Context: an optimization exercise on an open-source flow, tuned for small area, a short achievable clock period and few clock cycles. The choices shown serve that exercise and are no tape-out recipe. Function was checked by simulation only, so behaviour that the tests miss may differ from the original. No activity file was given, so power comes from the tool's default toggle rates.

## run 1
==> flow/design.v (excerpt) <==
module ME(
    input clk,
    input rst_n,
    input block_valid,
    input area_valid,
    input [7:0] in_data,
    output logic out_valid,
    output logic signed [2:0] out_vector
);
For scale: about 1900 cells after synthesis, about 24000 µm² of cells after synthesis.
Settings: LEC_CHECK=0, ABC_AREA=1, ABC_CLOCK_PERIOD_IN_PS=2200, CAP_MARGIN=20, CORE_MARGIN=2, CORE_UTILIZATION=60, CTS_CLUSTER_DIAMETER=100, CTS_CLUSTER_SIZE=30, PLACE_DENSITY=0.7, SETUP_SLACK_MARGIN=3.35, SLEW_MARGIN=20, TNS_END_PERCENT=100; clock period 5.5 ns.
run.sh (not shown) runs the stock make flow with config.mk's settings and CLKGATE_MAP_FILE= SYNTH_SCRIPT=/design/flow/synth_recipe.tcl, a recipe that flattens the netlist after the stock synthesis.
Run 1: PASS, flow complete, no timing, DRC or antenna violations
Testbench counts of run 1, summed over its fixed seeds: cycles 43,008.
--- input diff run 1..run 2 ---
# run 1
export LEC_CHECK = 0
export ABC_AREA = 1
export ABC_CLOCK_PERIOD_IN_PS = 2200
export CAP_MARGIN = 20
export CORE_MARGIN = 2
export CORE_UTILIZATION = 60
export CTS_CLUSTER_DIAMETER = 100
export CTS_CLUSTER_SIZE = 30
export PLACE_DENSITY = 0.7
export SETUP_SLACK_MARGIN = 3.35
export SLEW_MARGIN = 20
export TNS_END_PERCENT = 100
create_clock -name core_clock -period 5.5 [get_ports {clk}]
# run 2
export LEC_CHECK = 0
export ABC_AREA = 1
export ABC_CLOCK_PERIOD_IN_PS = 2200
export CAP_MARGIN = 20
export CORE_MARGIN = 2
export CORE_UTILIZATION = 60
export CTS_CLUSTER_DIAMETER = 100
export CTS_CLUSTER_SIZE = 30
export PLACE_DENSITY = 0.8
export SETUP_SLACK_MARGIN = 3.35
export SLEW_MARGIN = 20
export TNS_END_PERCENT = 100
create_clock -name core_clock -period 5.5 [get_ports {clk}]
[summary]
- [compare] base=run 1 new=run 2: leakage power summed over all cells has remained practically unchanged, total power went up, hold slack moved up.
- In run 2 the total power divided by cell area turned out about 1.5% higher than in run 1.
- Run 2 vs. run 1: worst-case reg-to-reg path depth did not really move, area of all placed cells without fillers went up, final-layout clock buffer total did not really move, overall global routing resource usage went up.
Edits applied to the flow inputs when going from run 2 to run 3:
# run 2
export LEC_CHECK = 0
export ABC_AREA = 1
export ABC_CLOCK_PERIOD_IN_PS = 2200
export CAP_MARGIN = 20
export CORE_MARGIN = 2
export CORE_UTILIZATION = 60
export CTS_CLUSTER_DIAMETER = 100
export CTS_CLUSTER_SIZE = 30
export PLACE_DENSITY = 0.8
export SETUP_SLACK_MARGIN = 3.35
export SLEW_MARGIN = 20
export TNS_END_PERCENT = 100
create_clock -name core_clock -period 5.5 [get_ports {clk}]
# run 3
export LEC_CHECK = 0
export ABC_AREA = 1
export ABC_CLOCK_PERIOD_IN_PS = 2200
export CAP_MARGIN = 20
export CELL_PAD_IN_SITES_DETAIL_PLACEMENT = 0
export CELL_PAD_IN_SITES_GLOBAL_PLACEMENT = 1
export CORE_MARGIN = 2
export CORE_UTILIZATION = 60
export CTS_CLUSTER_DIAMETER = 100
export CTS_CLUSTER_SIZE = 30
export PLACE_DENSITY = 0.7
export SETUP_SLACK_MARGIN = 3.35
export SLEW_MARGIN = 20
export TNS_END_PERCENT = 100
create_clock -name core_clock -period 5.5 [get_ports {clk}]
## What came out
- Run 3: wire length lower than run 2
- Run 3 has met2 layer wire length in the routed design below what run 2 had.
- [compare] base=run 2 new=run 3: routed length per instance lost 0.10 µm, depth of the worst register-to-register path picked up an extra 5, share of power burned in the clock network neither gained nor lost much, worst slack on hold paths lost 9.1 ps, slack of the critical path lost 15 ps.
- Comparing run 3 and run 2, the lower minimum period implied by the final worst setup slack is on run 2.
- Per the comparison of run 3 with run 2, share of the clock period used by the worst path has increased, post-route non-filler standard cell count has remained practically unchanged.
- Going from run 2 to run 3, synthesis-to-finish area growth shrinks by 0.69 points.
Changes in run 4 relative to run 3:
# run 3
export LEC_CHECK = 0
export ABC_AREA = 1
export ABC_CLOCK_PERIOD_IN_PS = 2200
export CAP_MARGIN = 20
export CELL_PAD_IN_SITES_DETAIL_PLACEMENT = 0
export CELL_PAD_IN_SITES_GLOBAL_PLACEMENT = 1
export CORE_MARGIN = 2
export CORE_UTILIZATION = 60
export CTS_CLUSTER_DIAMETER = 100
export CTS_CLUSTER_SIZE = 30
export PLACE_DENSITY = 0.7
export SETUP_SLACK_MARGIN = 3.35
export SLEW_MARGIN = 20
export TNS_END_PERCENT = 100
create_clock -name core_clock -period 5.5 [get_ports {clk}]
# run 4
export LEC_CHECK = 0
export ABC_AREA = 1
export ABC_CLOCK_PERIOD_IN_PS = 2200
export CAP_MARGIN = 20
export CORE_MARGIN = 2
export CORE_UTILIZATION = 60
export CTS_CLUSTER_DIAMETER = 100
export CTS_CLUSTER_SIZE = 30
export GPL_ROUTABILITY_DRIVEN = 0
export SETUP_SLACK_MARGIN = 3.35
export SLEW_MARGIN = 20
export TNS_END_PERCENT = 100
create_clock -name core_clock -period 5.5 [get_ports {clk}]
--- outcome ---
Compared to run 3, run 4 leaves less free space in the core.
Compared with run 3, in run 4 placement-stage worst setup slack now sits lower, clock tree buffer count of the final layout saw an increase, clock-cell share of area ~0 delta.
Proportion of cell area occupied by registers (higher): run 3
Run 4 vs run 3, type of the worst setup path: flop to primary output vs flop to flop
Where post-layout minimum cycle time is concerned, run 3 is outperformed by run 4.
When the final numbers for run 3 and run 4 were put side by side, the design area turned out to be smaller in run 3.
Going from run 3 to run 4, clock power share grows by 0.2 points.
Taking run 3 as the reference, in run 4 area share of buffers outside the clock network now sits at about the same level; I/O pin count now sits at about the same level.
## Diff of input files: run 5 against run 4
# run 4
export LEC_CHECK = 0
export ABC_AREA = 1
export ABC_CLOCK_PERIOD_IN_PS = 2200
export CAP_MARGIN = 20
export CORE_MARGIN = 2
export CORE_UTILIZATION = 60
export CTS_CLUSTER_DIAMETER = 100
export CTS_CLUSTER_SIZE = 30
export GPL_ROUTABILITY_DRIVEN = 0
export SETUP_SLACK_MARGIN = 3.35
export SLEW_MARGIN = 20
export TNS_END_PERCENT = 100
create_clock -name core_clock -period 5.5 [get_ports {clk}]
# run 5
export LEC_CHECK = 0
export ABC_AREA = 1
export ABC_CLOCK_PERIOD_IN_PS = 2200
export CAP_MARGIN = 20
export CORE_MARGIN = 2
export CORE_UTILIZATION = 65
export CTS_CLUSTER_DIAMETER = 100
export CTS_CLUSTER_SIZE = 30
export SETUP_SLACK_MARGIN = 3.3
export SLEW_MARGIN = 20
export TNS_END_PERCENT = 100
create_clock -name core_clock -period 5.5 [get_ports {clk}]
--- outcome ---
- Between run 5 and run 4, the fraction of the cycle the final worst path needs does not differ in any meaningful way.
- ~same setup slack in run 5 and run 4
- Measured against each other, run 5 and run 4 differ in share of final-layout standard cells stronger than drive strength 1, the lower figure coming from run 5.
- Taking run 4 as the reference point, the all-layer global routing usage of run 5 rises by 1.3 points.
- As of run 5, number of placement rows had fallen by a few percent compared to run 4.
- Run 5 vs run 4, total half-perimeter wirelength after legalization and detailed placement went down by 2.3%.
- Between run 4 and run 5, the post-route minimum period does not differ in any meaningful way.
- Timing startpoint of the critical path: out_vector[1] -> run 4, adc[15] -> run 5
- Run 5 does better than run 4 on die area.

separate check: timing with driven ports:
No port has a modelled driver above. Below, the same layouts with a new extraction and two added sets of constraints.
Step 1 (the two cells are an assumption about what drives the block):
set clk [get_ports {clk}]
set_driving_cell -lib_cell sky130_fd_sc_hd__clkbuf_16 $clk
set_driving_cell -lib_cell sky130_fd_sc_hd__buf_2 [delete_from_list [all_inputs] $clk]
Step 2 times the ports against the registers' clock, not the clock port: input delays grow and output delays shrink by t, the midpoint of the rising clock arrivals with the driver on.
Slacks: ideal ports / drivers / drivers and shift; pairs: ideal ports / drivers.
| run | t (ns) | setup slack, ns | worst setup path at the end | slew at the worst register clock pin (ns) |
|---|---|---|---|---|
| run 1 | 0.617 | 3.313 / 3.255 / 2.855 | input to register | 0.11 / 0.11 |
| run 2 | 0.628 | 3.319 / 3.261 / 2.754 | input to register | 0.11 / 0.11 |
| run 3 | 0.635 | 3.303 / 3.262 / 2.808 | input to register | 0.12 / 0.12 |
| run 4 | 0.623 | 3.310 / 3.254 / 2.805 | input to register | 0.12 / 0.12 |
| run 5 | 0.618 | 3.309 / 3.278 / 2.807 | input to register | 0.11 / 0.11 |
After both steps every run listed still meets setup and hold. The setup slack of run 2, which loses most, moves by -0.058 ns with the drivers and by -0.565 ns with both steps.
